From an optimization exercise on the open Yosys and OpenROAD flow, aimed at small area and a short achievable clock period; shortcuts taken in it are not production practice. Function was checked by simulation only, so behaviour that the tests miss may differ from the original.

==> flow/design.v (outline; a module is shown in full before it is edited, if it fits) <==
// module md5: 969 lines
// module md5_rnd0: 305 lines
// module md5_tadd0: 6 lines
// module md5_rnd1: 294 lines
// module md5_rnd2: 298 lines
// module md5_rnd3: 295 lines
// module md5_tadd3: 6 lines
// module md5_rnd4: 308 lines
// module md5_tadd4: 6 lines
// module md5_rnd5: 296 lines
// module md5_tadd5: 6 lines
// module md5_rnd6: 300 lines
// module md5_tadd6: 6 lines
// module md5_rnd7: 296 lines
// module md5_tadd7: 6 lines
// module md5_rnd8: 308 lines
// module md5_tadd8: 6 lines
// module md5_rnd9: 296 lines
// module md5_tadd9: 6 lines
// module md5_rnd10: 300 lines
// module md5_tadd10: 6 lines
// module md5_rnd11: 296 lines
// module md5_tadd11: 6 lines
// module md5_rnd12: 308 lines
// module md5_tadd12: 6 lines
// module md5_rnd13: 296 lines
// module md5_tadd13: 6 lines
// module md5_rnd14: 300 lines
// module md5_tadd14: 6 lines
// module md5_rnd15: 296 lines
// module md5_tadd15: 7 lines
// module md5_rnd16: 316 lines
// module md5_tadd16: 6 lines
// module md5_rnd17: 300 lines
// module md5_tadd17: 6 lines
// module md5_rnd18: 296 lines
// module md5_tadd18: 7 lines
// module md5_rnd19: 296 lines
// module md5_tadd19: 6 lines
// module md5_rnd20: 316 lines
// module md5_tadd20: 6 lines
// module md5_rnd21: 300 lines
// module md5_tadd21: 6 lines
// module md5_rnd22: 296 lines
// module md5_tadd22: 6 lines
// module md5_rnd23: 296 lines
// module md5_tadd23: 6 lines
// module md5_rnd24: 316 lines
// module md5_tadd24: 6 lines
// module md5_rnd25: 300 lines
// module md5_tadd25: 6 lines
// module md5_rnd26: 296 lines
// module md5_tadd26: 6 lines
// module md5_rnd27: 296 lines
// module md5_tadd27: 6 lines
// module md5_rnd28: 316 lines
// module md5_tadd28: 6 lines
// module md5_rnd29: 300 lines
// module md5_tadd29: 6 lines
// module md5_rnd30: 296 lines
// ... 67 more modules
module md5_pipe(
  input          clk,
  input          rst,
  input          in_valid,
  input  [0:63]  in_txt,
  output         out_valid,
  output [0:127] hash,
  output [0:63]  out_txt
);
  // ...
==> flow/flow/run.sh <==
#!/bin/bash
# Own layout flow: map the MD5 round modules by hand (flow/premap.py), then
# run the standard flow (standard.sh: ORFS synthesis, floorplan, place,
# CTS, route, finish) on the design with those modules pre-mapped. The
# registers and all other logic go through the standard synthesis unchanged.
set -euo pipefail
W=$PWD
# premap.py settings: prefix network of the round adders, carry-save style
export PREMAP_PREFIX=sklansky PREMAP_CSA=fa
python3 flow/premap.py design.v design_pm.v > premap.log 2>&1
sed "s#^export VERILOG_FILES = .*#export VERILOG_FILES = $W/design_pm.v#" config.mk > config_pm.mk
grep -q "design_pm.v" config_pm.mk
sed "s#DESIGN_CONFIG=[^ ]*#DESIGN_CONFIG=$W/config_pm.mk#" standard.sh > standard_pm.sh
grep -q "config_pm.mk" standard_pm.sh
bash standard_pm.sh "$@" > orfs.log 2>&1
[[ $# -gt 0 ]] || test -f out/final.def
==> flow/standard.sh <==
#!/bin/bash
# synth_recipe.tcl (not shown) runs the flow's synth.tcl, then flattens the netlist and writes it again
# the make line also repeats each setting of config.mk as NAME=value (left out here)
make -C /OpenROAD-flow-scripts/flow DESIGN_CONFIG=/design/flow/config.mk WORK_HOME=/design/flow/orfs CLKGATE_MAP_FILE= SYNTH_SCRIPT=/design/flow/synth_recipe.tcl "${@:-finish}"
==> flow/config.mk <==
export PLATFORM = sky130hd
export DESIGN_NAME = md5_pipe
export DESIGN_NICKNAME = md5_pipe
export VERILOG_FILES = /design/flow/design.v
export SDC_FILE = /design/flow/constraint.sdc
export NUM_CORES = 8
export LEC_CHECK = 0
export CAP_MARGIN = 20
export CORE_MARGIN = 2
export CORE_UTILIZATION = 55
export CTS_CLUSTER_DIAMETER = 80
export CTS_CLUSTER_SIZE = 30
export PLACE_DENSITY = 0.68
export SETUP_SLACK_MARGIN = 4.4
export SLEW_MARGIN = 20
export SYNTH_HIERARCHICAL = 1
==> flow/constraint.sdc <==
create_clock -name core_clock -period 7.5 [get_ports {clk}]
set_input_delay 1.5000 -clock core_clock [delete_from_list [all_inputs] [get_ports {clk}]]
set_output_delay 1.5000 -clock core_clock [all_outputs]
set_load 0.01 [all_outputs]
Not shown: flow/flow/premap.py
==> impl_summary.txt, run 1 <==
----------------------------------------------------
[Clocking]
  CTS tree ... yes
  Clock insertion delay at the later pin of the skew report ... around 1200 ps
  Post-CTS setup repair buffer count ... approximately 310
  Gates resized, CTS repair ... 2,941

[Detailed routing]
  Total met3 wirelength after detailed routing ... 108 mm
  Routed via count ... 373,000
  Detailed-route vias per instance ... about 5.2
  DR pass1 iterations ... 10
  ANT nets after route ... 0

[Global routing]
  Met3 capacity usage during global routing ... 4.28%
  Total gr overflow ... 0
  Busiest metal layer after global routing ... met2
  First-pass GRT wire length ... between 2000 and 2500 mm

[Setup path]
  Worst R2R End ... m0.x49_0[11]$_DFF_P_
  Arrival time of data at the critical path endpoint ... 4180 ps
  CP Launch Point ... m0.x48_0[28]$_DFF_P_
  Ordered list of cells on the worst path ... nand2b_1 -> xor2_2 -> fa_1 -> nor2_2 -> o21ai_2 -> a21oi_2 -> o21ai_1 -> inv_1 -> o21ai_1 -> a21oi_4 -> buf_4 -> buf_6 -> clkinvlp_4 -> a21oi_2 -> xor2_1

[Finish]
  Count of filler cells inserted in the layout ... roughly 78,000
  Register area ... roughly 250,000 um2
  Highest-count cells in the layout ignoring fill and taps ... 10,700 x sky130_fd_sc_hd__dfxtp_1, 8,345 x sky130_fd_sc_hd__nor2_1, 7,109 x sky130_fd_sc_hd__nand2_1
  Reg with most FFs ... m0.msg
  Non-clock buffer instance count of the final layout ... between 1,000 and 1,500

[Die]
  X dimension of the die ... 969 um
  Initial standard-cell utilization of the core ... 55.2%
  Number of well-tap cells placed ... 12,300

[Synth]
  Share of flip-flops with an asynchronous set or reset after synthesis ... 0%
  Top-count cell post-synth ... sky130_fd_sc_hd__dfxtp_1
  Post-Synthesis Cell Area ... a little over 500,000 um2

[Hold path]
  Min-Delay Startpoint ... m0.msg[15][17]$_DFF_P_

[Status]
  Run status ... no timing/DRC/antenna violations

[Timing]
  Relative slew slack ... around a quarter
  Final TNS setup ... 0 ps

----------------------------------------------------
==> inputs of run 2 (changes only) <==
--- a/flow/config.mk
+++ b/flow/config.mk
@@ -10,7 +10,7 @@
 export CORE_UTILIZATION = 55
 export CTS_CLUSTER_DIAMETER = 80
 export CTS_CLUSTER_SIZE = 30
-export PLACE_DENSITY = 0.68
+export PLACE_DENSITY = 0.82
 export SETUP_SLACK_MARGIN = 4.4
 export SLEW_MARGIN = 20
 export SYNTH_HIERARCHICAL = 1
==> run 2 against run 1 <==
  * The flow now stops in detailed routing (5_2_route)
  * Synthesized cell count unchanged
  * Synthesized area unchanged
==> impl_summary.txt, run 2 <==
----------------------------------------------------
[Synth]
  Sequential area share after synthesis ... 48.4% (unchanged)
  Gate count of the mapped netlist ... 57,000 (unchanged)
  Share of flip-flops with an asynchronous set or reset after synthesis ... 0% (unchanged)
  Post-Synthesis Cell Area ... 512,000 um2 (unchanged)
  Synth unique cells ... 74 (unchanged)
  Prevailing post-synth register cell ... sky130_fd_sc_hd__dfxtp_1 (unchanged)
  Ranking of synthesized cells by instance count ... 12,400 x sky130_fd_sc_hd__dfxtp_1, 8,843 x sky130_fd_sc_hd__nor2_1, 7,270 x sky130_fd_sc_hd__nand2_1, 6,329 x sky130_fd_sc_hd__inv_1, 4,836 x sky130_fd_sc_hd__xnor2_1 (unchanged)
  Number of flops mapped to enable cells by yosys ... 0 (unchanged)
  Number of synthesized register bits ... 12,400 (unchanged)
  Top-area cell type share of the netlist area ... 48.4% (unchanged)
  Top-count cell post-synth ... sky130_fd_sc_hd__dfxtp_1 (unchanged)
  Yosys top cell by area ... sky130_fd_sc_hd__dfxtp_1 (unchanged)
  Biggest area contributors in the synthesized netlist ... sky130_fd_sc_hd__dfxtp_1 48%, sky130_fd_sc_hd__xnor2_1 8.3%, sky130_fd_sc_hd__fa_1 7.6% (unchanged)
  Synth warn ... 9 (unchanged)
  Synthesized Nets ... 59,100 (unchanged)
  Avg Cell Area, Syn ... 8.98 um2 (unchanged)

[Status]
  Run status ... did not finish (was no timing/DRC/antenna violations)
  First error in the log ... Error: m0.r14.n112 1 pin not visited #guides = 20
  Failing step ... detailed routing (5_2_route)

[Die]
  X dimension of the die ... 969 um (unchanged)
  Die Y ... 969 um (unchanged)
  Row Count ... 354 (unchanged)
  Initial standard-cell utilization of the core ... 55.2% (unchanged)
  IO Count ... 260 (unchanged)

[Clocking]
  CTS Buffer Depth ... 5 (unchanged)
  Gates resized, CTS repair ... 2,816 (was 2,941)
  Cts bufs inserted ... 593 (was 613)
  Post-CTS setup repair buffer count ... 241 (was 311)
  Clock root buffer master ... sky130_fd_sc_hd__clkbuf_16 (unchanged)
  Depth of the CTS H-tree ... 6 (unchanged)
  Clock sinks ... 12,400 (unchanged)
  Number of hold-repair buffers added at the cts stage ... 0 (unchanged)

[Placement]
  HPWL after detailed placement ... 1240 mm (was 1280 mm)
  Final weighted congestion in routability-driven placement ... 1.03 (was 1.01)
  Number of buffer cells added on primary ports ... 259 (unchanged)

[Global routing]
  Largest net degree at the start of global routing ... 66 (was 59)

[Timing]
  Worst_ep grt ... m0.x47_0[31]$_DFF_P_/D
  Worst EP Category ... register data pin

----------------------------------------------------
[run 2: cell counts after synthesis]
Identical to the previous run, type by type.
[run 2: per-module statistics from Yosys (local to each module, per instance), a selection]
module / times used / flops+latches
md5_rnd45: 1 / 0
md5_rnd39: 1 / 0
md5_rnd6: 1 / 0
md5_rnd2: 1 / 0
md5_rnd0: 1 / 0
md5_tadd39: 1 / 0
md5_tadd9: 1 / 0
md5_tadd56: 1 / 0
md5_tadd38: 1 / 0
[run 2: cells by family after synthesis]
logic type	count (synthesis)	synth area share, %
simple gates	17800	13.8
flops	12400	48.4
compound gates	9670	9.81
xor+xnor	7941	13.6
buf+inv	6393	4.73
fa+ha+maj	1948	7.61
mux	928	2.04
[run 2: stage by stage]
step / hold slack, ps / util [%] / cell area [um2] / instances / worst slack, ps
3_5_place_dp: 312 / 57.2 / 531000 / 69600 / 3310
2_1_floorplan: 310 / - / 513000 / 57000 / 4440
3_3_place_gp: 310 / 57.2 / 531000 / 69600 / 3260
4_1_cts: 255 / 60.2 / 559000 / 70800 / 4250
[run 2: worst max path at each step]
stage | from | depth (start not counted) | to
after floorplan | m0.x54_0[12]$_DFF_P_ | 13 | m0.x55_0[21]$_DFF_P_
after global placement | in_txt[2] | 12 | m0.x0_0[21]$_DFF_P_
after detailed placement | in_txt[2] | 12 | m0.x0_0[31]$_DFF_P_
after CTS | m0.x4_0[24]$_DFF_P_ | 12 | m0.x5_0[19]$_DFF_P_
after global routing | m0.x34_2[30]$_DFF_P_ | 14 | m0.x37_0[24]$_DFF_P_
==> inputs of run 3 (changes only) <==
--- a/flow/flow/run.sh
+++ b/flow/flow/run.sh
@@ -6,7 +6,7 @@
 set -euo pipefail
 W=$PWD
 # premap.py settings: prefix network of the round adders, carry-save style
-export PREMAP_PREFIX=sklansky PREMAP_CSA=fa
+export PREMAP_PREFIX=bk PREMAP_CSA=fa
 python3 flow/premap.py design.v design_pm.v > premap.log 2>&1
 sed "s#^export VERILOG_FILES = .*#export VERILOG_FILES = $W/design_pm.v#" config.mk > config_pm.mk
 grep -q "design_pm.v" config_pm.mk
--- a/flow/config.mk
+++ b/flow/config.mk
@@ -10,7 +10,7 @@
 export CORE_UTILIZATION = 55
 export CTS_CLUSTER_DIAMETER = 80
 export CTS_CLUSTER_SIZE = 30
-export PLACE_DENSITY = 0.82
-export SETUP_SLACK_MARGIN = 4.4
+export PLACE_DENSITY = 0.68
+export SETUP_SLACK_MARGIN = 4.45
 export SLEW_MARGIN = 20
 export SYNTH_HIERARCHICAL = 1
==> run 3 against run 2 <==
  * Now clean on timing, DRC and antenna
  * Synthesized area shrank 2.0%
  * Synthesized cell count shrank 4.5%
==> impl_summary.txt, run 3 <==
----------------------------------------------------
[Placement]
  Final weighted congestion in routability-driven placement ... 1.07 (was 1.03)
  Total instance count after detailed placement ... 66,900 (was 69,600)
  Number of buffer cells added on primary ports ... 259 (unchanged)
  Placed instance area ... 520,000 um2 (was 531,000 um2)
  HPWL after detailed placement ... 1420 mm (was 1240 mm)

[Timing]
  Final TNS setup ... 0 ps
  Relative slew slack ... between 20% and 30%
  Part of the cycle the worst path needs ... 45.2%
  Worst-Margin Slew ... 1160 ps
  Final setup violation count ... 0
  Maximum frequency from static timing analysis ... between 200 and 300 MHz
  Hold Slack ... 279 ps
  Max Transition Viols Final ... 0
  Final worst clock skew ... roughly 90 ps
  Final critical delay including setup and external delays ... about 3400 ps
  RSZ-0062 raised after global routing ... true
  Final count of hold timing violations ... 0

[Synth]
  Avg Cell Area, Syn ... 9.22 um2 (was 8.98 um2)
  Post-Synthesis Cell Area ... 502,000 um2 (was 512,000 um2)
  Prevailing post-synth register cell ... sky130_fd_sc_hd__dfxtp_1 (unchanged)
  Top-count cell post-synth ... sky130_fd_sc_hd__dfxtp_1 (unchanged)
  Sequential area share after synthesis ... 49.4% (was 48.4%)
  Top-area cell type share of the netlist area ... 49.4% (was 48.4%)
  Number of synthesized register bits ... 12,400 (unchanged)
  Synth warn ... 9 (unchanged)
  Synthesized Nets ... 56,500 (was 59,100)
  Synth unique cells ... 74 (unchanged)
  Gate count of the mapped netlist ... 54,500 (was 57,000)
  Share of flip-flops with an asynchronous set or reset after synthesis ... 0% (unchanged)
  Yosys top cell by area ... sky130_fd_sc_hd__dfxtp_1 (unchanged)
  Ranking of synthesized cells by instance count ... 12,400 x sky130_fd_sc_hd__dfxtp_1, 8,768 x sky130_fd_sc_hd__nor2_1, 6,724 x sky130_fd_sc_hd__nand2_1, 4,987 x sky130_fd_sc_hd__inv_1, 4,807 x sky130_fd_sc_hd__xnor2_1 (was 12,400 x sky130_fd_sc_hd__dfxtp_1, 8,843 x sky130_fd_sc_hd__nor2_1, 7,270 x sky130_fd_sc_hd__nand2_1, 6,329 x sky130_fd_sc_hd__inv_1, 4,836 x sky130_fd_sc_hd__xnor2_1)
  Number of flops mapped to enable cells by yosys ... 0 (unchanged)
  Biggest area contributors in the synthesized netlist ... sky130_fd_sc_hd__dfxtp_1 49%, sky130_fd_sc_hd__xnor2_1 8.4%, sky130_fd_sc_hd__fa_1 7.8% (was sky130_fd_sc_hd__dfxtp_1 48%, sky130_fd_sc_hd__xnor2_1 8.3%, sky130_fd_sc_hd__fa_1 7.6%)

[Setup path]
  CP Launch Point ... m0.x32_2[15]$_DFF_P_
  Arrival time of data at the critical path endpoint ... 4370 ps
  Critical path type ... reg2reg
  Worst setup EP type ... flip-flop
  CP Data Required Time ... 8480 ps
  Critical Path Source Type ... flip-flop
  Reg2reg start ... m0.x32_2[15]$_DFF_P_
  Top fanout value on the critical path ... 5

[Clocking]
  Clock insertion delay at the later pin of the skew report ... approximately 1200 ps
  Number of hold-repair buffers added at the cts stage ... 0 (unchanged)
  Clock sinks ... 12,400 (unchanged)
  CTS tree ... yes
  Clock transition at the register clock pins on the worst setup and hold paths after CTS ... 110 ps
  Depth of the CTS H-tree ... 6 (unchanged)
  Cts bufs inserted ... 630 (was 593)
  Clock root buffer master ... sky130_fd_sc_hd__clkbuf_16 (unchanged)
  CTS Buffer Depth ... 5 (unchanged)

[Hold path]
  Min-Delay Path Class ... reg2reg
  Min-Delay Startpoint ... m0.msg[45][10]$_DFF_P_

[Die]
  Die Y ... 959 um (was 969 um)
  Row Count ... 350 (was 354)
  Die ar. ... ~920,000 um2
  IO Count ... 260 (unchanged)
  X dimension of the die ... 959 um (was 969 um)
  Core box area ... 909,000 um2
  Initial standard-cell utilization of the core ... 55.2% (about the same)

[Global routing]
  Total gr overflow ... 0
  Number of antenna violations at the first check in global routing ... ~230
  Number of global-route vias before repair ... 362,000
  Overall fraction of global-route tracks in use ... 36.9%
  First-pass GRT wire length ... approximately 2500 mm
  Largest net degree at the start of global routing ... 66 (unchanged)

[Status]
  Run status ... no timing/DRC/antenna violations (was did not finish)

[Detailed routing]
  DR pass1 iterations ... 9
  Routed via count ... around 380k
  DRC violations left ... 0
  Average detailed-routed wire length per instance ... 25.7 um
  ANT nets after route ... 0
  First DRT Iteration DRCs ... around 38,000
  Detailed-route vias per instance ... ~5.5
  Routed WL ... 1800 mm

[Finish]
  Highest-count cells in the layout ignoring fill and taps ... 9,729 x sky130_fd_sc_hd__dfxtp_1, 7,613 x sky130_fd_sc_hd__nor2_1, 6,497 x sky130_fd_sc_hd__nand2_1
  Non-filler cells, final ... 70,100
  Total non-filler cell area in the finished layout ... slightly below 600,000 um2
  NumNets Final ... ~60,000
  Top flop regs ... m0.msg: 4160 flops, vld: 65 flops
  Fraction of layout instances using a drive strength above 1 ... between 20% and 30%
  Relative area change from synthesis to final layout ... 18.9%
  Reg with most FFs ... m0.msg
  Flip-flop count of the largest register after layout ... 4,160
  Leading cell type in the layout, fill and taps excluded ... sky130_fd_sc_hd__dfxtp_1
  Final core area utilization ... roughly two thirds

[Job]
  Count of max-cap constraint violations ... 0

----------------------------------------------------
-- run 3: cell types whose count changed after synthesis --
cell,before,now
sky130_fd_sc_hd__xnor2_1,4836,4807
sky130_fd_sc_hd__xor2_1,3105,3134
sky130_fd_sc_hd__o21bai_1,293,299
sky130_fd_sc_hd__o21ai_1,4785,4660
sky130_fd_sc_hd__nor2_1,8843,8768
sky130_fd_sc_hd__a21oi_1,4145,3639
sky130_fd_sc_hd__a21boi_0,351,355
sky130_fd_sc_hd__nand2_1,7270,6724
sky130_fd_sc_hd__inv_1,6329,4987
-- run 3: final cells by class --
cell class	count	area [um2]
clock inverter	336	5350
antenna	88	220
sequential	12400	254000
timing repair inverter	39	314
tap	12100	15200
multi-input combinational	37000	266000
inverter	4987	18900
timing repair buffer	2447	21000
fill	70700	313000
clock buffer	673	16400
-- run 3: cell families after synthesis --
kind of cell    share of synthesized area (%)
xor+xnor                                 13.9
buf+inv                                  3.82
compound gates                           9.40
mux                                      2.08
fa+ha+maj                                7.76
flops                                    49.4
simple gates                             13.7
-- run 3: layer usage --
metal  vias up  GRT usage, %  share of wire (%)
li1     176000             -                  -
met1    184000          46.4                 38
met2     18600          58.8                 45
met3      5777          7.38                8.9
met4        92          22.7                8.0
met5         -         0.313              0.070
-- run 3: per-stage QoR --
step	worst slack, ps
global route	3990
floorplan	4450
global placement	2980
finish	4110
detailed placement	2970
CTS	4250
-- run 3: worst paths after layout --
| check | end | slack [ps] | cells past startpoint |
|---|---|---|---|
| setup / recovery | m0.x35_0[26]$_DFF_P_ | 4110 | 17 |
| hold / removal | m0.msg[46][10]$_DFF_P_ | 280 | 0 |
| setup reg to reg | m0.x35_0[26]$_DFF_P_ | 4110 | 17 |
| hold reg to reg | m0.msg[46][10]$_DFF_P_ | 280 | 0 |
-- run 3: what timing repair did --
item,CTS,global route
gates cloned,55,38
hold endpoints to repair,0,0
gates resized for setup,5844,6058
endpoints found under the setup margin,1816,1580
setup buffers,873,1166
pin swaps,787,1769
-- run 3: critical path: stages, from the launching register on --
cell	delay (ps)
sky130_fd_sc_hd__dfxtp_4	400
sky130_fd_sc_hd__xnor2_4	170
sky130_fd_sc_hd__xnor2_2	130
sky130_fd_sc_hd__buf_4	170
sky130_fd_sc_hd__fa_2	590
sky130_fd_sc_hd__nor2_4	50
sky130_fd_sc_hd__nor2_2	130
sky130_fd_sc_hd__nand2_1	100
sky130_fd_sc_hd__inv_2	110
sky130_fd_sc_hd__nand2_4	110
sky130_fd_sc_hd__nor2_4	170
sky130_fd_sc_hd__nand2_1	120
sky130_fd_sc_hd__nor2_1	240
sky130_fd_sc_hd__nand2_2	170
sky130_fd_sc_hd__o21ai_4	180
sky130_fd_sc_hd__buf_12	160
sky130_fd_sc_hd__a21oi_4	50
sky130_fd_sc_hd__xor2_1	140
-- run 3: modules after synthesis (local to each module, per instance), a selection --
module      flops+latches  copies in the design
md5_rnd7                0                     1
md5_tadd16              0                     1
md5_rnd48               0                     1
md5_tadd57              0                     1
md5_rnd20               0                     1
md5_rnd5                0                     1
md5_tadd60              0                     1
md5_tadd37              0                     1
md5_tadd51              0                     1
md5_rnd1                0                     1
md5_rnd15               0                     1
md5_rnd39               0                     1
==> inputs of run 4 (changes only) <==
--- a/flow/flow/run.sh
+++ b/flow/flow/run.sh
@@ -6,7 +6,7 @@
 set -euo pipefail
 W=$PWD
 # premap.py settings: prefix network of the round adders, carry-save style
-export PREMAP_PREFIX=bk PREMAP_CSA=fa
+export PREMAP_PREFIX=sklansky PREMAP_CSA=fa
 python3 flow/premap.py design.v design_pm.v > premap.log 2>&1
 sed "s#^export VERILOG_FILES = .*#export VERILOG_FILES = $W/design_pm.v#" config.mk > config_pm.mk
 grep -q "design_pm.v" config_pm.mk
--- a/flow/config.mk
+++ b/flow/config.mk
@@ -7,10 +7,10 @@
 export LEC_CHECK = 0
 export CAP_MARGIN = 20
 export CORE_MARGIN = 2
-export CORE_UTILIZATION = 55
+export CORE_UTILIZATION = 58
 export CTS_CLUSTER_DIAMETER = 80
 export CTS_CLUSTER_SIZE = 30
-export PLACE_DENSITY = 0.68
-export SETUP_SLACK_MARGIN = 4.45
+export PLACE_DENSITY = 0.78
+export SETUP_SLACK_MARGIN = 4.4
 export SLEW_MARGIN = 20
 export SYNTH_HIERARCHICAL = 1
==> run 4 against run 3 <==
  * Still clean
  * Global-route usage decreased by 3.7 points
  * Non-clock buffer count decreased by 1307
  * Synthesized cell count increased by 4.7%
  * Hold slack got worse by 0.87 ps
  * Fmax increased by 6.3%
  * Clock skew increased by 8.0 ps
  * Sequential share of layout area increased by 1.0 points
  * First-iteration DRC count decreased by 5.3%
  * Via count decreased by 1.5%
  * Register-to-register slack improved by 240 ps
  * Design area decreased by 3.4%
  * Critical endpoint is now hash[4]
==> impl_summary.txt, run 4 <==
----------------------------------------------------
[Hold path]
  Number of stages on the worst hold path ... 0 (unchanged)
  Min-Delay Path Class ... reg2reg (unchanged)
  Hold Crit Endpoint ... m0.msg[10][10]$_DFF_P_ (was m0.msg[46][10]$_DFF_P_)
  Min-Delay Startpoint ... m0.msg[9][10]$_DFF_P_ (was m0.msg[45][10]$_DFF_P_)

[Detailed routing]
  Routed via count ... 379,000 (was 385,000)
  ANT nets after route ... 0 (unchanged)
  DRC violations left ... 0 (unchanged)
  Detailed-route vias per instance ... 5.33 (was 5.48)
  DR pass1 iterations ... 12 (was 9)
  Average detailed-routed wire length per instance ... 21.9 um (was 25.7 um)
  First DRT Iteration DRCs ... 36,200 (was 38,200)
  Routed WL ... 1560 mm (was 1800 mm)

[Finish]
  Reg with most FFs ... m0.msg (unchanged)
  Relative area change from synthesis to final layout ... 12.5% (was 18.9%)
  Count of filler cells inserted in the layout ... 70,000 (was 70,700)
  Highest-count cells in the layout ignoring fill and taps ... 10,800 x sky130_fd_sc_hd__dfxtp_1, 8,378 x sky130_fd_sc_hd__nor2_1, 7,126 x sky130_fd_sc_hd__nand2_1 (was 9,729 x sky130_fd_sc_hd__dfxtp_1, 7,613 x sky130_fd_sc_hd__nor2_1, 6,497 x sky130_fd_sc_hd__nand2_1)
  Fraction of layout instances using a drive strength above 1 ... 10.9% (was 20.1%)
  Top flop regs ... m0.msg: 4160 flops, vld: 65 flops (unchanged)
  Leading cell type in the layout, fill and taps excluded ... sky130_fd_sc_hd__dfxtp_1 (unchanged)
  NumNets Final ... 60,800 (was 59,500)
  Flip-flop count of the largest register after layout ... 4,160 (unchanged)

[Die]
  Die ar. ... 891,000 um2 (was 920,000 um2)
  IO Count ... 260 (unchanged)
  Core box area ... 881,000 um2 (was 909,000 um2)
  Initial standard-cell utilization of the core ... 58.1% (was 55.2%)
  Die Y ... 944 um (was 959 um)
  Row Count ... 345 (was 350)
  X dimension of the die ... 944 um (was 959 um)

[Global routing]
  Total gr overflow ... 0 (unchanged)
  Number of antenna violations at the first check in global routing ... 142 (was 228)
  Number of global-route vias before repair ... 349,000 (was 362,000)
  Overall fraction of global-route tracks in use ... 33.3% (was 36.9%)
  First-pass GRT wire length ... 2210 mm (was 2480 mm)
  Largest net degree at the start of global routing ... 66 (unchanged)

[Synth]
  Share of flip-flops with an asynchronous set or reset after synthesis ... 0% (unchanged)
  Ranking of synthesized cells by instance count ... 12,400 x sky130_fd_sc_hd__dfxtp_1, 8,843 x sky130_fd_sc_hd__nor2_1, 7,270 x sky130_fd_sc_hd__nand2_1, 6,329 x sky130_fd_sc_hd__inv_1, 4,836 x sky130_fd_sc_hd__xnor2_1 (was 12,400 x sky130_fd_sc_hd__dfxtp_1, 8,768 x sky130_fd_sc_hd__nor2_1, 6,724 x sky130_fd_sc_hd__nand2_1, 4,987 x sky130_fd_sc_hd__inv_1, 4,807 x sky130_fd_sc_hd__xnor2_1)
  Prevailing post-synth register cell ... sky130_fd_sc_hd__dfxtp_1 (unchanged)
  Synth unique cells ... 74 (unchanged)
  Avg Cell Area, Syn ... 8.98 um2 (was 9.22 um2)
  Top-count cell post-synth ... sky130_fd_sc_hd__dfxtp_1 (unchanged)
  Synth warn ... 9 (unchanged)
  Yosys top cell by area ... sky130_fd_sc_hd__dfxtp_1 (unchanged)
  Number of synthesized register bits ... 12,400 (unchanged)
  Top-area cell type share of the netlist area ... 48.4% (was 49.4%)
  Biggest area contributors in the synthesized netlist ... sky130_fd_sc_hd__dfxtp_1 48%, sky130_fd_sc_hd__xnor2_1 8.3%, sky130_fd_sc_hd__fa_1 7.6% (was sky130_fd_sc_hd__dfxtp_1 49%, sky130_fd_sc_hd__xnor2_1 8.4%, sky130_fd_sc_hd__fa_1 7.8%)
  Sequential area share after synthesis ... 48.4% (was 49.4%)
  Post-Synthesis Cell Area ... 512,000 um2 (was 502,000 um2)
  Gate count of the mapped netlist ... 57,000 (was 54,500)
  Number of flops mapped to enable cells by yosys ... 0 (unchanged)
  Synthesized Nets ... 59,100 (was 56,500)

[Setup path]
  Critical Path Source Type ... flip-flop (unchanged)
  Worst R2R End ... m0.x13_0[18]$_DFF_P_ (was m0.x35_0[26]$_DFF_P_)
  Arrival time of data at the critical path endpoint ... 1690 ps (was 4370 ps)
  Worst setup EP type ... output pin (was flip-flop)
  Reg-to-reg setup timing slack ... 4350 ps (was 4110 ps)
  Reg2reg start ... m0.x10_2[19]$_DFF_P_ (was m0.x32_2[15]$_DFF_P_)
  Top fanout value on the critical path ... 1 (was 5)
  Worst reg2reg path depth ... 14 (was 17)
  Worst Path Buf+Inv ... 1 (was 3)
  CP Launch Point ... m0.ra[3]$_DFF_P_ (was m0.x32_2[15]$_DFF_P_)
  Critical path type ... reg2out (was reg2reg)
  Largest stage delay on the critical path ... 400 ps (was 590 ps)
  Cell with the largest stage delay on the worst path ... sky130_fd_sc_hd__dfxtp_4 (was sky130_fd_sc_hd__fa_2)
  Crit path depth ... 1 (was 17)
  Ordered list of cells on the worst path ... buf_6 (was xnor2_4 -> xnor2_2 -> buf_4 -> fa_2 -> nor2_4 -> nor2_2 -> nand2_1 -> inv_2 -> nand2_4 -> nor2_4 -> nand2_1 -> nor2_1 -> nand2_2 -> o21ai_4 -> buf_12 -> a21oi_4 -> xor2_1)
  CP Data Required Time ... 6000 ps (was 8480 ps)
  Critical path's top delay family ... flip-flops (was simple AND/OR/NAND/NOR gates)

[Clocking]
  Clock insertion delay at the later pin of the skew report ... 1230 ps (was 1190 ps)
  CTS Buffer Depth ... 4 (was 5)
  Clock transition at the register clock pins on the worst setup and hold paths after CTS ... 100 ps (was 110 ps)
  Clock sinks ... 12,400 (unchanged)
  Cts bufs inserted ... 589 (was 630)
  Clock root buffer master ... sky130_fd_sc_hd__clkbuf_16 (unchanged)
  Depth of the CTS H-tree ... 6 (unchanged)
  CTS tree ... yes (unchanged)

[Placement]
  Number of buffer cells added on primary ports ... 259 (unchanged)
  HPWL after detailed placement ... 1250 mm (was 1420 mm)
  Final weighted congestion in routability-driven placement ... 1.04 (was 1.07)
  Dpl ws ... 3210 ps (was 2970 ps)

[Timing]
  Final worst clock skew ... 98.0 ps (was 90.1 ps)
  RSZ-0062 raised after global routing ... true (unchanged)
  Final TNS setup ... 0 ps (unchanged)
  Setup slack of the critical path after layout ... 4310 ps (was 4110 ps)
  Relative slew slack ... 27.6% (was 22.9%)
  Final setup violation count ... 0 (unchanged)
  Max Transition Viols Final ... 0 (unchanged)
  Part of the cycle the worst path needs ... 42.5% (was 45.2%)
  Final count of hold timing violations ... 0 (unchanged)
  Worst-Margin Slew ... 1090 ps (was 1160 ps)
  Maximum frequency from static timing analysis ... 314 MHz (was 295 MHz)
  Final critical delay including setup and external delays ... 3190 ps (was 3390 ps)

[Job]
  Count of max-cap constraint violations ... 0 (unchanged)

[Status]
  Run status ... no timing/DRC/antenna violations (unchanged)

----------------------------------------------------
## run 4: cell count changes in the layout (fill, tap and decap cells not counted), moves of 462 or more
| cell | previous run | this run |
|---|---|---|
| sky130_fd_sc_hd__inv_1 | 4772 | 6256 |
| sky130_fd_sc_hd__buf_4 | 1899 | 707 |
| sky130_fd_sc_hd__dfxtp_1 | 9729 | 10818 |
| sky130_fd_sc_hd__a21oi_1 | 2608 | 3559 |
| sky130_fd_sc_hd__nor2_1 | 7613 | 8378 |
| sky130_fd_sc_hd__nand2_1 | 6497 | 7126 |
| sky130_fd_sc_hd__dfxtp_4 | 919 | 342 |
| sky130_fd_sc_hd__dfxtp_2 | 1737 | 1225 |
| sky130_fd_sc_hd__nor2_2 | 819 | 357 |
## run 4: through the flow
step | cells | instance area, um2 | hold slack [ps] | util, %
2_1_floorplan | 57000 | 513000 | 310 | -
3_3_place_gp | 69100 | 530000 | 310 | 60.2
3_5_place_dp | 69100 | 530000 | 312 | 60.2
4_1_cts | 70400 | 560000 | 287 | 63.5
5_1_grt | 70900 | 576000 | 295 | 65.4
6_report | 71000 | 576000 | 279 | 65.4
## run 4: layer usage
| layer | routed length [um] | track usage (%) | up-vias | part of all wire, % |
|---|---|---|---|---|
| li1 | - | - | 181000 | - |
| met1 | 582000 | 40.0 | 176000 | 37 |
| met2 | 716000 | 55.3 | 16600 | 46 |
| met3 | 126000 | 5.34 | 5298 | 8.1 |
| met4 | 134000 | 22.3 | 74 | 8.6 |
| met5 | 464 | 0 | - | 0.030 |
## run 4: logic make-up after synthesis
logic type	after synthesis	share of synthesized area, %
AOI/OAI and AO/OA	9670	9.81
xor gates and xnor gates	7941	13.6
adders and majority gates	1948	7.61
buffers and inverters	6393	4.73
DFF	12400	48.4
muxes	928	2.04
and+or+nand+nor	17800	13.8
## run 4: worst reg2reg max path, stage by stage (launching register included)
cell and delay, ps:
sky130_fd_sc_hd__dfxtp_1 550, sky130_fd_sc_hd__mux2_1 330, sky130_fd_sc_hd__nor2_1 90, sky130_fd_sc_hd__nor2_1 100, sky130_fd_sc_hd__inv_1 50, sky130_fd_sc_hd__nor2_1 180, sky130_fd_sc_hd__nand2_1 80, sky130_fd_sc_hd__o21ai_1 200
sky130_fd_sc_hd__buf_4 290, sky130_fd_sc_hd__a21boi_4 130, sky130_fd_sc_hd__xnor2_2 300, sky130_fd_sc_hd__buf_4 230, sky130_fd_sc_hd__nor2_1 60, sky130_fd_sc_hd__a21oi_1 180, sky130_fd_sc_hd__xor2_1 240
## run 4: per-module statistics from Yosys, one instance, submodules excluded, excerpt
module      area [um2]  times used
md5_rnd17         3450           1
md5_pipe          1860           1
md5_tadd12         576           1
md5_rnd5          3430           1
md5_tadd18        1750           1
md5_tadd58         568           1
md5_rnd29         3450           1
md5_rnd3          2880           1
md5_tadd42         553           1
md5_rnd41         3630           1
md5_tadd37         514           1
md5_rnd12         3500           1
md5_rnd19         3380           1
md5_tadd31         531           1
md5_rnd30         3360           1
## run 4: what timing repair did
action / in CTS / in global routing
setup buffers: 250 / 501
hold buffers: 0 / 0
gates cloned: 42 / 50
pin swaps: 166 / 546
setup endpoints to repair: 1608 / 1525
resized for setup: 2778 / 3543
## run 4: worst max path at each step
stage                                      end  slack [ps]
after floorplan           m0.x55_0[21]$_DFF_P_        4440
after global placement      m0.x0_0[7]$_DFF_P_        3150
after detailed placement   m0.x0_0[13]$_DFF_P_        3210
after CTS                             hash[41]        4250
after global routing      m0.x41_0[20]$_DFF_P_        4230
final                                  hash[4]        4310
## run 4: cell type report
type | instances | area (um2) | share of cell area [%]
antenna | 79 | 198 | 0.0343
inverter | 6329 | 23900 | 4.14
clock buffer | 618 | 15100 | 2.61
multi-input combinational | 38300 | 256000 | 44.4
tap | 11800 | 14800 | 2.56
clock inverter | 333 | 5290 | 0.918
sequential | 12400 | 251000 | 43.5
timing repair inverter | 35 | 256 | 0.0445
timing repair buffer | 1140 | 10500 | 1.83
==> inputs of run 5 (changes only) <==
--- a/flow/config.mk
+++ b/flow/config.mk
@@ -7,10 +7,10 @@
 export LEC_CHECK = 0
 export CAP_MARGIN = 20
 export CORE_MARGIN = 2
-export CORE_UTILIZATION = 58
+export CORE_UTILIZATION = 55
 export CTS_CLUSTER_DIAMETER = 80
 export CTS_CLUSTER_SIZE = 30
-export PLACE_DENSITY = 0.78
+export PLACE_DENSITY = 0.75
 export SETUP_SLACK_MARGIN = 4.4
 export SLEW_MARGIN = 20
 export SYNTH_HIERARCHICAL = 1
==> run 5 against run 4 <==
  * Global-route usage down 1.2 points
  * Clock skew shrank 23 ps
  * Still clean
  * Largest cell class unchanged
  * Critical path depth up 11
==> impl_summary.txt, run 5 <==
----------------------------------------------------
[Global routing]
  Largest net degree at the start of global routing ... 66 (unchanged)
  Total gr overflow ... 0 (unchanged)
  Number of global-route vias before repair ... 348,000 (was 349,000)
  First-pass GRT wire length ... 2240 mm (was 2210 mm)
  Number of antenna violations at the first check in global routing ... 135 (was 142)
  Overall fraction of global-route tracks in use ... 32.1% (was 33.3%)

[Placement]
  Total instance count after detailed placement ... 69,600 (was 69,100)
  Number of buffer cells added on primary ports ... 259 (unchanged)
  Dpl ws ... 3280 ps (was 3210 ps)
  HPWL after detailed placement ... 1270 mm (was 1250 mm)
  Final weighted congestion in routability-driven placement ... 1.03 (was 1.04)

[Clocking]
  Clock root buffer master ... sky130_fd_sc_hd__clkbuf_16 (unchanged)
  Clock sinks ... 12,400 (unchanged)
  Cts bufs inserted ... 604 (was 589)
  Clock transition at the register clock pins on the worst setup and hold paths after CTS ... 110 ps (was 100 ps)
  CTS Buffer Depth ... 5 (was 4)
  Depth of the CTS H-tree ... 6 (unchanged)
  CTS tree ... yes (unchanged)
  Clock insertion delay at the later pin of the skew report ... 1150 ps (was 1230 ps)
  Number of hold-repair buffers added at the cts stage ... 0 (unchanged)

[Finish]
  NumNets Final ... 60,900 (was 60,800)
  Flip-flop count of the largest register after layout ... 4,160 (unchanged)
  Highest-count cells in the layout ignoring fill and taps ... 10,700 x sky130_fd_sc_hd__dfxtp_1, 8,351 x sky130_fd_sc_hd__nor2_1, 7,111 x sky130_fd_sc_hd__nand2_1 (was 10,800 x sky130_fd_sc_hd__dfxtp_1, 8,378 x sky130_fd_sc_hd__nor2_1, 7,126 x sky130_fd_sc_hd__nand2_1)
  Leading cell type in the layout, fill and taps excluded ... sky130_fd_sc_hd__dfxtp_1 (unchanged)
  Non-filler cells, final ... 71,600 (was 71,000)
  Relative area change from synthesis to final layout ... 12.8% (was 12.5%)
  Final core area utilization ... 62.2% (was 65.4%)
  Count of filler cells inserted in the layout ... 76,700 (was 70,000)
  Fraction of layout instances using a drive strength above 1 ... 11.2% (was 10.9%)
  Top flop regs ... m0.msg: 4160 flops, vld: 65 flops (unchanged)
  Reg with most FFs ... m0.msg (unchanged)

[Die]
  Row Count ... 354 (was 345)
  Core box area ... 929,000 um2 (was 881,000 um2)
  Die ar. ... 939,000 um2 (was 891,000 um2)
  X dimension of the die ... 969 um (was 944 um)
  Initial standard-cell utilization of the core ... 55.2% (was 58.1%)
  Die Y ... 969 um (was 944 um)
  IO Count ... 260 (unchanged)

[Detailed routing]
  First DRT Iteration DRCs ... 34,100 (was 36,200)
  Average detailed-routed wire length per instance ... 22.0 um (was 21.9 um)
  DR pass1 iterations ... 8 (was 12)
  ANT nets after route ... 0 (unchanged)
  Routed via count ... 376,000 (was 379,000)
  Routed WL ... 1580 mm (was 1560 mm)
  Detailed-route vias per instance ... 5.25 (was 5.33)
  DRC violations left ... 0 (unchanged)

[Setup path]
  Arrival time of data at the critical path endpoint ... 4120 ps (was 1690 ps)
  Worst setup EP type ... flip-flop (was output pin)
  CP Launch Point ... m0.x5_0[25]$_DFF_P_ (was m0.ra[3]$_DFF_P_)
  Cell with the largest stage delay on the worst path ... sky130_fd_sc_hd__fa_1 (was sky130_fd_sc_hd__dfxtp_4)
  Ordered list of cells on the worst path ... mux2_1 -> fa_1 -> nor2_1 -> o21ai_1 -> a21oi_2 -> o21ai_1 -> a21oi_4 -> o21ai_4 -> buf_12 -> buf_4 -> a21oi_2 -> xor2_2 (was buf_6)
  Largest stage delay on the critical path ... 510 ps (was 400 ps)
  Reg-to-reg setup timing slack ... 4390 ps (was 4350 ps)
  Worst reg2reg path depth ... 12 (was 14)
  Worst R2R End ... m0.x6_0[19]$_DFF_P_ (was m0.x13_0[18]$_DFF_P_)
  CP Data Required Time ... 8510 ps (was 6000 ps)
  Reg2reg start ... m0.x5_0[25]$_DFF_P_ (was m0.x10_2[19]$_DFF_P_)
  Critical path type ... reg2reg (was reg2out)
  Critical Path Source Type ... flip-flop (unchanged)
  Top fanout value on the critical path ... 6 (was 1)

[Synth]
  Post-Synthesis Cell Area ... 512,000 um2 (unchanged)
  Top-area cell type share of the netlist area ... 48.4% (unchanged)
  Prevailing post-synth register cell ... sky130_fd_sc_hd__dfxtp_1 (unchanged)
  Gate count of the mapped netlist ... 57,000 (unchanged)
  Yosys top cell by area ... sky130_fd_sc_hd__dfxtp_1 (unchanged)
  Number of flops mapped to enable cells by yosys ... 0 (unchanged)
  Biggest area contributors in the synthesized netlist ... sky130_fd_sc_hd__dfxtp_1 48%, sky130_fd_sc_hd__xnor2_1 8.3%, sky130_fd_sc_hd__fa_1 7.6% (unchanged)
  Synthesized Nets ... 59,100 (unchanged)
  Sequential area share after synthesis ... 48.4% (unchanged)
  Synth warn ... 9 (unchanged)
  Share of flip-flops with an asynchronous set or reset after synthesis ... 0% (unchanged)
  Synth unique cells ... 74 (unchanged)
  Ranking of synthesized cells by instance count ... 12,400 x sky130_fd_sc_hd__dfxtp_1, 8,843 x sky130_fd_sc_hd__nor2_1, 7,270 x sky130_fd_sc_hd__nand2_1, 6,329 x sky130_fd_sc_hd__inv_1, 4,836 x sky130_fd_sc_hd__xnor2_1 (unchanged)
  Avg Cell Area, Syn ... 8.98 um2 (unchanged)
  Number of synthesized register bits ... 12,400 (unchanged)
  Top-count cell post-synth ... sky130_fd_sc_hd__dfxtp_1 (unchanged)

[Hold path]
  Min-Delay Startpoint ... m0.msg[23][10]$_DFF_P_ (was m0.msg[9][10]$_DFF_P_)
  Min-Delay Path Class ... reg2reg (unchanged)
  Hold Crit Endpoint ... m0.msg[24][10]$_DFF_P_ (was m0.msg[10][10]$_DFF_P_)
  Number of stages on the worst hold path ... 0 (unchanged)

[Job]
  Count of max-cap constraint violations ... 0 (unchanged)

[Timing]
  Final worst clock skew ... 74.9 ps (was 98.0 ps)
  Part of the cycle the worst path needs ... 41.5% (was 42.5%)
  Final setup violation count ... 0 (unchanged)
  Final count of hold timing violations ... 0 (unchanged)
  Max Transition Viols Final ... 0 (unchanged)
  Worst-Margin Slew ... 824 ps (was 1090 ps)
  Final critical delay including setup and external delays ... 3110 ps (was 3190 ps)
  Final TNS setup ... 0 ps (unchanged)
  Maximum frequency from static timing analysis ... 321 MHz (was 314 MHz)
  Relative slew slack ... 44.7% (was 27.6%)
  RSZ-0062 raised after global routing ... true (unchanged)
  Setup slack of the critical path after layout ... 4390 ps (was 4310 ps)

[Status]
  Run status ... no timing/DRC/antenna violations (unchanged)

----------------------------------------------------
run 5: cell type report:
cell class,count,area (um2),area share (%)
Antenna cell,63,158,0.0273
Sequential cell,12400,251000,43.4
Inverter,6329,23900,4.13
Multi-Input combinational cell,38300,256000,44.3
Clock inverter,302,4660,0.806
Tap cell,12300,15400,2.66
Timing Repair Buffer,1237,11300,1.95
Clock buffer,642,15600,2.70
Timing Repair inverter,29,215,0.0372
run 5: worst max path at each step:
stage          slack [ps]                   end
5_1_grt              4210   m0.x3_0[30]$_DFF_P_
2_1_floorplan        4440  m0.x55_0[21]$_DFF_P_
3_5_place_dp         3280   m0.x0_0[31]$_DFF_P_
3_3_place_gp         3150    m0.x0_0[7]$_DFF_P_
4_1_cts              4320               hash[3]
6_report             4390   m0.x6_0[19]$_DFF_P_
run 5: modules after synthesis (local to each module, per instance), excerpt:
module,cells,times used,area [um2]
md5_tadd9,88,1,531
md5_tadd58,92,1,568
md5_tadd37,81,1,514
md5_rnd4,598,1,3500
md5_tadd36,86,1,539
md5_tadd21,89,1,568
md5_rnd11,561,1,3350
md5_tadd33,93,1,582
md5_tadd31,87,1,531
md5_rnd9,582,1,3430
md5_tadd26,93,1,569
md5_tadd61,89,1,543
md5_rnd60,634,1,3640
md5_rnd38,593,1,3560
md5_rnd55,595,1,3480
md5_rnd23,569,1,3380
run 5: critical path, delay by kind of cell, from the launching register on:
family,cells,cell delay (ps)
adder cells (fa/ha/maj),1,510
buffers and inverters,2,280
AO/OA/AOI/OAI,6,900
XOR/XNOR,1,240
flip-flops,1,450
multiplexers,1,390
AND/OR/NAND/NOR,1,200
run 5: per-stage QoR:
stage / area (um2) / hold WS, ps
after CTS: 561000 / 296
after global placement: 531000 / 310
final: 578000 / 295
after detailed placement: 531000 / 312
after global routing: 578000 / 299
after floorplan: 513000 / 310
run 5: cells by family after synthesis:
| logic type | count (synthesis) | synth area share [%] |
|---|---|---|
| flip-flops | 12400 | 48.4 |
| AO/OA/AOI/OAI | 9670 | 9.81 |
| buffers and inverters | 6393 | 4.73 |
| multiplexers | 928 | 2.04 |
| XOR/XNOR | 7941 | 13.6 |
| adder cells (fa/ha/maj) | 1948 | 7.61 |
| AND/OR/NAND/NOR | 17800 | 13.8 |
run 5: layer usage:
metal,part of all wire (%),global-route usage [%]
met1,38,38.8
met2,47,53.9
met3,7.4,4.83
met4,8.0,20.3
met5,0.023,0
run 5: timing repair:
item | 4_1_cts | 5_1_grt
setup endpoints to repair | 1649 | 1482
pin swaps | 179 | 561
buffers inserted | 284 | 551
cloned | 44 | 34
resized for setup | 2937 | 3493
==> inputs of run 6 (changes only) <==
--- a/flow/flow/run.sh
+++ b/flow/flow/run.sh
@@ -9,6 +9,8 @@
 export PREMAP_PREFIX=sklansky PREMAP_CSA=fa
 python3 flow/premap.py design.v design_pm.v > premap.log 2>&1
 sed "s#^export VERILOG_FILES = .*#export VERILOG_FILES = $W/design_pm.v#" config.mk > config_pm.mk
+# clock tree: as the standard flow's settings, without dummy loads
+echo "export CTS_ARGS = -sink_clustering_enable -repair_clock_nets -sink_clustering_size 30 -sink_clustering_max_diameter 80 -dont_use_dummy_load" >> config_pm.mk
 grep -q "design_pm.v" config_pm.mk
 sed "s#DESIGN_CONFIG=[^ ]*#DESIGN_CONFIG=$W/config_pm.mk#" standard.sh > standard_pm.sh
 grep -q "config_pm.mk" standard_pm.sh
--- a/flow/config.mk
+++ b/flow/config.mk
@@ -10,7 +10,7 @@
 export CORE_UTILIZATION = 55
 export CTS_CLUSTER_DIAMETER = 80
 export CTS_CLUSTER_SIZE = 30
-export PLACE_DENSITY = 0.75
+export PLACE_DENSITY = 0.68
 export SETUP_SLACK_MARGIN = 4.4
 export SLEW_MARGIN = 20
 export SYNTH_HIERARCHICAL = 1
==> run 6 against run 5 <==
  * Synthesized cell count unchanged
  * Non-clock buffer count grew 91
  * Largest cell class unchanged
==> impl_summary.txt, run 6 <==
----------------------------------------------------
[Clocking]
  Clock sinks ... 12,400 (unchanged)
  CTS Buffer Depth ... 5 (unchanged)
  Number of hold-repair buffers added at the cts stage ... 0 (unchanged)
  CTS tree ... yes (unchanged)
  Depth of the CTS H-tree ... 6 (unchanged)
  Clock transition at the register clock pins on the worst setup and hold paths after CTS ... 100 ps (was 110 ps)
  Cts bufs inserted ... 613 (was 604)
  Clock root buffer master ... sky130_fd_sc_hd__clkbuf_16 (unchanged)
  Clock insertion delay at the later pin of the skew report ... 1180 ps (was 1150 ps)

[Timing]
  RSZ-0062 raised after global routing ... true (unchanged)
  Maximum frequency from static timing analysis ... 315 MHz (was 321 MHz)
  Part of the cycle the worst path needs ... 42.3% (was 41.5%)
  Worst-Margin Slew ... 1150 ps (was 824 ps)
  Final count of hold timing violations ... 0 (unchanged)
  Final worst clock skew ... 147 ps (was 74.9 ps)
  Final setup violation count ... 0 (unchanged)
  Relative slew slack ... 22.9% (was 44.7%)
  Max Transition Viols Final ... 0 (unchanged)
  Setup slack of the critical path after layout ... 4330 ps (was 4390 ps)
  Final TNS setup ... 0 ps (unchanged)
  Final critical delay including setup and external delays ... 3170 ps (was 3110 ps)

[Setup path]
  CP Data Required Time ... 8490 ps (was 8510 ps)
  Worst Path Buf+Inv ... 3 (was 2)
  Critical path's top delay family ... compound AO/OA/AOI/OAI gates (unchanged)
  Crit path depth ... 15 (was 12)
  Worst reg2reg path depth ... 15 (was 12)
  Cell with the largest stage delay on the worst path ... sky130_fd_sc_hd__fa_1 (unchanged)
  Most used cell along the critical path ... sky130_fd_sc_hd__nor2_1
  Critical Path Source Type ... flip-flop (unchanged)
  Arrival time of data at the critical path endpoint ... 4160 ps (was 4120 ps)
  Largest stage delay on the critical path ... 510 ps (about the same)
  Critical path type ... reg2reg (unchanged)
  Ordered list of cells on the worst path ... nand2b_4 -> xor2_4 -> fa_1 -> nor2_2 -> nor2_1 -> nand2_1 -> nor2_1 -> inv_1 -> o21ai_1 -> buf_6 -> a21oi_4 -> o21ai_4 -> buf_4 -> a21oi_2 -> xor2_2 (was mux2_1 -> fa_1 -> nor2_1 -> o21ai_1 -> a21oi_2 -> o21ai_1 -> a21oi_4 -> o21ai_4 -> buf_12 -> buf_4 -> a21oi_2 -> xor2_2)
  Worst setup EP type ... flip-flop (unchanged)
  Top fanout value on the critical path ... 11 (was 6)

[Synth]
  Share of cell area taken by muxes after synthesis ... 2.04% (unchanged)
  Biggest area contributors in the synthesized netlist ... sky130_fd_sc_hd__dfxtp_1 48%, sky130_fd_sc_hd__xnor2_1 8.3%, sky130_fd_sc_hd__fa_1 7.6% (unchanged)
  Ranking of synthesized cells by instance count ... 12,400 x sky130_fd_sc_hd__dfxtp_1, 8,843 x sky130_fd_sc_hd__nor2_1, 7,270 x sky130_fd_sc_hd__nand2_1, 6,329 x sky130_fd_sc_hd__inv_1, 4,836 x sky130_fd_sc_hd__xnor2_1 (unchanged)
  Synthesized Nets ... 59,100 (unchanged)
  Top-count cell post-synth ... sky130_fd_sc_hd__dfxtp_1 (unchanged)
  Share of flip-flops with an asynchronous set or reset after synthesis ... 0% (unchanged)
  Sequential area share after synthesis ... 48.4% (unchanged)
  Synth Area in Compound Gates ... 9.81% (unchanged)
  Prevailing post-synth register cell ... sky130_fd_sc_hd__dfxtp_1 (unchanged)
  Gate count of the mapped netlist ... 57,000 (unchanged)
  Synth warn ... 9 (unchanged)
  Post-Synthesis Cell Area ... 512,000 um2 (unchanged)
  Dominant combinational cell family by area after synthesis ... simple AND/OR/NAND/NOR gates (unchanged)
  Number of synthesized register bits ... 12,400 (unchanged)
  Avg Cell Area, Syn ... 8.98 um2 (unchanged)
  Adder and majority cell fraction of the synthesized area ... 7.61% (unchanged)
  Simple-gate share of the synthesized area ... 13.8% (unchanged)
  Synth unique cells ... 74 (unchanged)
  XOR/XNOR share of the synthesized area ... 13.6% (unchanged)
  Number of flops mapped to enable cells by yosys ... 0 (unchanged)
  Top-area cell type share of the netlist area ... 48.4% (unchanged)
  Yosys top cell by area ... sky130_fd_sc_hd__dfxtp_1 (unchanged)

[Hold path]
  Min-Delay Path Class ... reg2reg (unchanged)
  Number of stages on the worst hold path ... 0 (unchanged)

[Finish]
  Fraction of layout instances using a drive strength above 1 ... 11.3% (was 11.2%)
  Leading cell type in the layout, fill and taps excluded ... sky130_fd_sc_hd__dfxtp_1 (unchanged)
  Reg with most FFs ... m0.msg (unchanged)
  Count of filler cells inserted in the layout ... 78,600 (was 76,700)
  Flip-flop count of the largest register after layout ... 4,160 (unchanged)
  Top flop regs ... m0.msg: 4160 flops, vld: 65 flops (unchanged)
  NumNets Final ... 61,000 (was 60,900)
  Highest-count cells in the layout ignoring fill and taps ... 10,700 x sky130_fd_sc_hd__dfxtp_1, 8,304 x sky130_fd_sc_hd__nor2_1, 7,109 x sky130_fd_sc_hd__nand2_1 (was 10,700 x sky130_fd_sc_hd__dfxtp_1, 8,351 x sky130_fd_sc_hd__nor2_1, 7,111 x sky130_fd_sc_hd__nand2_1)
  Relative area change from synthesis to final layout ... 12.2% (was 12.8%)

[Global routing]
  Largest net degree at the start of global routing ... 59 (was 66)
  Total gr overflow ... 0 (unchanged)
  Met3 capacity usage during global routing ... 4.18% (was 4.83%)
  Met1 layer usage reported by global route ... 39.8% (was 38.8%)
  Met2 usage ... 54.4% (was 53.9%)
  Busiest metal layer after global routing ... met2 (unchanged)
  Overall fraction of global-route tracks in use ... 32.2% (was 32.1%)
  First-pass GRT wire length ... 2230 mm (was 2240 mm)
  Number of antenna violations at the first check in global routing ... 125 (was 135)
  Number of global-route vias before repair ... 341,000 (was 348,000)

[Detailed routing]
  Routed via count ... 372,000 (was 376,000)
  DR pass1 iterations ... 7 (was 8)
  Average detailed-routed wire length per instance ... 22.2 um (was 22.0 um)
  ANT nets after route ... 0 (unchanged)
  First DRT Iteration DRCs ... 34,000 (was 34,100)
  DRC violations left ... 0 (unchanged)
  Routed WL ... 1580 mm (about the same)
  Detailed-route vias per instance ... 5.21 (was 5.25)

[Placement]
  Final weighted congestion in routability-driven placement ... 1.01 (was 1.03)
  Number of buffer cells added on primary ports ... 259 (unchanged)
  Dpl ws ... 3300 ps (was 3280 ps)
  HPWL after detailed placement ... 1280 mm (was 1270 mm)

[Die]
  IO Count ... 260 (unchanged)
  X dimension of the die ... 969 um (unchanged)
  Die ar. ... 939,000 um2 (unchanged)
  Initial standard-cell utilization of the core ... 55.2% (unchanged)
  Die Y ... 969 um (unchanged)
  Core box area ... 929,000 um2 (unchanged)
  Row Count ... 354 (unchanged)

[Job]
  Count of max-cap constraint violations ... 0 (unchanged)

[Status]
  Run status ... no timing/DRC/antenna violations (unchanged)

----------------------------------------------------
==> run 6: cell counts after synthesis <==
Identical to the previous run, type by type.
==> run 6: modules after synthesis, one instance, submodules excluded, excerpt <==
module / flip-flops and latches / cells / copies in the design
md5_rnd56: 0 / 634 / 1
md5_rnd42: 0 / 593 / 1
md5_rnd11: 0 / 561 / 1
md5_rnd0: 0 / 389 / 1
md5_tadd35: 0 / 279 / 1
md5_tadd54: 0 / 285 / 1
md5_tadd17: 0 / 96 / 1
md5_tadd33: 0 / 93 / 1
md5_tadd11: 0 / 92 / 1
md5_tadd27: 0 / 91 / 1
md5_tadd46: 0 / 90 / 1
md5_tadd25: 0 / 93 / 1
md5_tadd39: 0 / 87 / 1
md5_tadd52: 0 / 85 / 1
==> run 6: layer usage <==
layer	routed length (um)	share of wire, %
met5	423	0.027
met4	112000	7.1
met1	621000	39
met2	742000	47
met3	106000	6.7
==> run 6: worst reg2reg max path: cells and delay by family (launching register included) <==
kind | cells | cell delay (ps)
compound gates | 4 | 670
simple gates | 5 | 620
fa+ha+maj | 1 | 520
xor+xnor | 2 | 450
buf+inv | 3 | 430
flops | 1 | 390
==> run 6: what timing repair did <==
item / in CTS / in global routing
buffers inserted: 316 / 611
gates cloned: 54 / 32
endpoints found under the setup margin: 1640 / 1384
gates resized for setup: 3025 / 3704
pin swaps: 209 / 628
==> run 6: through the flow <==
| step | util, % | cells | hold slack, ps | area, um2 |
|---|---|---|---|---|
| after floorplan | - | 57000 | 310 | 513000 |
| after global placement | 57.2 | 69600 | 310 | 531000 |
| after detailed placement | 57.2 | 69600 | 312 | 531000 |
| after CTS | 60.0 | 70600 | 260 | 557000 |
| after global routing | 61.9 | 71300 | 264 | 575000 |
| final | 61.9 | 71300 | 258 | 575000 |
==> run 6: layout make-up <==
cell class | count | area, um2 | area share [%]
Timing Repair inverter | 34 | 249 | 0.0433
Clock buffer | 613 | 15300 | 2.67
Inverter | 6329 | 23900 | 4.16
Timing Repair Buffer | 1328 | 11900 | 2.07
Antenna cell | 48 | 120 | 0.0209
Multi-Input combinational cell | 38300 | 257000 | 44.7
Sequential cell | 12400 | 251000 | 43.6
Tap cell | 12300 | 15400 | 2.67
==> run 6: cell families (layout without fill, tap and decap cells) <==
kind of cell	count (synthesis)	count (layout)
xor gates and xnor gates	7941	7957
and+or+nand+nor	17800	17800
adders and majority gates	1948	1948
AOI/OAI and AO/OA	9670	9686
muxes	928	928
other	0	48
buffers and inverters	6393	8304
DFF	12400	12400
==> run 6: worst paths after layout <==
kind              slack, ps              startpoint                      to
setup / recovery       4330    m0.x50_0[17]$_DFF_P_    m0.x51_0[23]$_DFF_P_
hold reg to reg         260  m0.msg[15][17]$_DFF_P_  m0.msg[16][17]$_DFF_P_
hold / removal          260  m0.msg[15][17]$_DFF_P_  m0.msg[16][17]$_DFF_P_
setup reg to reg       4330    m0.x50_0[17]$_DFF_P_    m0.x51_0[23]$_DFF_P_
==> inputs of run 7 (changes only) <==
--- a/flow/flow/run.sh
+++ b/flow/flow/run.sh
@@ -9,10 +9,14 @@
 export PREMAP_PREFIX=sklansky PREMAP_CSA=fa
 python3 flow/premap.py design.v design_pm.v > premap.log 2>&1
 sed "s#^export VERILOG_FILES = .*#export VERILOG_FILES = $W/design_pm.v#" config.mk > config_pm.mk
-# clock tree: as the standard flow's settings, without dummy loads
-echo "export CTS_ARGS = -sink_clustering_enable -repair_clock_nets -sink_clustering_size 30 -sink_clustering_max_diameter 80 -dont_use_dummy_load" >> config_pm.mk
 grep -q "design_pm.v" config_pm.mk
 sed "s#DESIGN_CONFIG=[^ ]*#DESIGN_CONFIG=$W/config_pm.mk#" standard.sh > standard_pm.sh
 grep -q "config_pm.mk" standard_pm.sh
-bash standard_pm.sh "$@" > orfs.log 2>&1
+if [[ $# -gt 0 ]]; then
+  bash standard_pm.sh "$@" > orfs.log 2>&1
+else
+  # timing repair aims higher up to CTS, lower after global routing
+  bash standard_pm.sh SETUP_SLACK_MARGIN=4.5 cts > orfs_cts.log 2>&1
+  bash standard_pm.sh SETUP_SLACK_MARGIN=4.3 finish > orfs.log 2>&1
+fi
 [[ $# -gt 0 ]] || test -f out/final.def
--- a/flow/config.mk
+++ b/flow/config.mk
@@ -10,7 +10,7 @@
 export CORE_UTILIZATION = 55
 export CTS_CLUSTER_DIAMETER = 80
 export CTS_CLUSTER_SIZE = 30
-export PLACE_DENSITY = 0.68
+export PLACE_DENSITY = 0.75
 export SETUP_SLACK_MARGIN = 4.4
 export SLEW_MARGIN = 20
 export SYNTH_HIERARCHICAL = 1
==> run 7 against run 6 <==
  * Largest cell class unchanged
  * Critical path type unchanged
  * Core utilization decreased by 0.59 points
  * Hold slack better by 17 ps
  * Still clean
==> impl_summary.txt, run 7 <==
----------------------------------------------------
[Detailed routing]
  Average detailed-routed wire length per instance ... 21.7 um (was 22.2 um)
  First DRT Iteration DRCs ... 34,000 (about the same)
  DR pass1 iterations ... 9 (was 7)
  DRC violations left ... 0 (unchanged)

[Placement]
  HPWL after detailed placement ... 1250 mm (was 1280 mm)
  Final weighted congestion in routability-driven placement ... 1.03 (was 1.01)
  Dpl ws ... 3190 ps (was 3300 ps)

[Setup path]
  Ordered list of cells on the worst path ... xnor2_2 -> xnor2_2 -> nor2_1 -> o21ai_1 -> a21oi_2 -> o21ai_1 -> a21oi_2 -> o21ai_4 -> buf_12 -> a21oi_4 -> clkinvlp_4 -> buf_4 -> a21oi_1 -> xor2_1 (was nand2b_4 -> xor2_4 -> fa_1 -> nor2_2 -> nor2_1 -> nand2_1 -> nor2_1 -> inv_1 -> o21ai_1 -> buf_6 -> a21oi_4 -> o21ai_4 -> buf_4 -> a21oi_2 -> xor2_2)
  Largest stage delay on the critical path ... 440 ps (was 510 ps)
  Critical path type ... reg2reg (unchanged)
  Arrival time of data at the critical path endpoint ... 4170 ps (was 4160 ps)
  Worst setup EP type ... flip-flop (unchanged)

[Clocking]
  Clock root buffer master ... sky130_fd_sc_hd__clkbuf_16 (unchanged)

[Global routing]
  First-pass GRT wire length ... 2230 mm (about the same)
  Total gr overflow ... 0 (unchanged)
  Largest net degree at the start of global routing ... 66 (was 59)

[Die]
  Row Count ... 354 (unchanged)
  IO Count ... 260 (unchanged)
  Die Y ... 969 um (unchanged)
  Initial standard-cell utilization of the core ... 55.2% (unchanged)
  X dimension of the die ... 969 um (unchanged)

[Finish]
  Reg with most FFs ... m0.msg (unchanged)
  Non-filler cells, final ... 71,300 (about the same)
  Flip-flop count of the largest register after layout ... 4,160 (unchanged)
  Final core area utilization ... 61.3% (was 61.9%)
  Leading cell type in the layout, fill and taps excluded ... sky130_fd_sc_hd__dfxtp_1 (unchanged)

[Timing]
  Final TNS setup ... 0 ps (unchanged)
  Relative slew slack ... 30.9% (was 22.9%)
  Max Transition Viols Final ... 0 (unchanged)
  Final worst clock skew ... 85.6 ps (was 147 ps)

[Synth]
  Synthesized Nets ... 59,100 (unchanged)
  Post-Synthesis Cell Area ... 512,000 um2 (unchanged)

[Status]
  Run status ... no timing/DRC/antenna violations (unchanged)

----------------------------------------------------
run 7: stage by stage:
step	instance area [um2]
after CTS	566000
after global routing	569000
after detailed placement	531000
final	570000
after global placement	531000
after floorplan	513000
run 7: final cells by class:
| cell class | count | area [um2] |
|---|---|---|
| tap | 12300 | 15400 |
| multi-input combinational | 38300 | 251000 |
| timing repair buffer | 945 | 8660 |
| clock buffer | 646 | 15800 |
| timing repair inverter | 29 | 218 |
| fill | 77500 | 359000 |
| clock inverter | 301 | 4650 |
| antenna | 83 | 208 |
| inverter | 6329 | 23900 |
| sequential | 12400 | 250000 |
run 7: worst max path at each step:
stage                                      start                    to  slack, ps  cells after the start
after global placement                in_txt[11]    m0.x0_0[7]$_DFF_P_       3140                      9
after detailed placement               in_txt[2]   m0.x0_0[24]$_DFF_P_       3190                     12
after CTS                 m0.msg[64][55]$_DFF_P_           out_txt[55]       4330                      1
final                        m0.x30_1[3]$_DFF_P_   m0.x32_0[9]$_DFF_P_       4340                     14
after floorplan              m0.x9_0[16]$_DFF_P_  m0.x10_0[17]$_DFF_P_       4500                     12
after global routing        m0.x44_1[23]$_DFF_P_  m0.x46_0[18]$_DFF_P_       4230                     15
run 7: Yosys stat by module, one instance, submodules excluded, a selection:
module	cell area (um2)	cells inside
md5_rnd44	3750	639
md5_rnd57	3560	616
md5_rnd38	3560	593
md5_rnd20	3520	602
md5_rnd55	3480	595
md5_rnd62	3430	582
md5_rnd1	3050	561
md5_tadd24	548	91
md5_tadd48	546	89
md5_tadd60	544	89
md5_tadd4	538	87
run 7: critical path: cells and delay by family (launching register included):
family	cells	cell delay, ps
XOR/XNOR	3	630
flip-flops	1	440
buffers and inverters	3	490
AND/OR/NAND/NOR	1	170
AO/OA/AOI/OAI	7	1280
run 7: layer usage:
metal	part of all wire, %	GRT usage [%]	vias up
li1	-	-	180000
met1	38	38.2	173000
met2	46	52.6	15300
met3	7.8	5.42	5152
met4	8.4	21.6	98
met5	0.044	0	-
run 7: timing repair:
action | 4_1_cts | 5_1_grt
gates resized for setup | 3798 | 637
endpoints found under the setup margin | 1749 | 804
setup buffers | 455 | 119
pin swaps | 350 | 152
cloned | 57 | 3
run 7: kinds of logic (layout without fill, tap and decap cells):
family                   Yosys count  in the layout  synth area share [%]
flip-flops                     12400          12400                  48.4
other                              0             83                     0
XOR/XNOR                        7941           7954                  13.6
buffers and inverters           6393           8250                  4.73
multiplexers                     928            928                  2.04
AO/OA/AOI/OAI                   9670           9677                  9.81
AND/OR/NAND/NOR                17800          17800                  13.8
adder cells (fa/ha/maj)         1948           1948                  7.61

-- port drivers added, routing unchanged --
The flow's constraints put no driver on any port. The routed layouts listed below were extracted and timed again, unchanged, in two steps. Step 1 (the two cells are an assumption about what drives the block):
set clk [get_ports {clk}]
set_driving_cell -lib_cell sky130_fd_sc_hd__clkbuf_16 $clk
set_driving_cell -lib_cell sky130_fd_sc_hd__buf_2 [delete_from_list [all_inputs] $clk]
Step 2 also shifts input and output timing later by t, the mid clock arrival at the registers, as if the neighbouring blocks saw the same clock. Three values: no drivers, after step 1, after step 2; two values: the first two.
| run | t, ns | setup slack, ns | slew at the worst register clock pin (ns) |
|---|---|---|---|
| run 1 | 1.278 | 4.390 / 4.239 / 3.470 | 0.12 / 0.12 |
| run 3 | 1.291 | 4.109 / 4.109 / 3.399 | 0.12 / 0.12 |
| run 4 | 1.330 | 4.311 / 4.160 / 3.372 | 0.12 / 0.12 |
| run 5 | 1.258 | 4.388 / 4.245 / 3.466 | 0.12 / 0.12 |
| run 6 | 1.260 | 4.328 / 4.231 / 3.462 | 0.12 / 0.12 |
| run 7 | 1.275 | 4.339 / 4.198 / 3.377 | 0.12 / 0.12 |
After both steps every run listed still meets setup and hold. The setup slack of run 7, which loses most, moves by -0.141 ns with the drivers and by -0.962 ns with both steps.
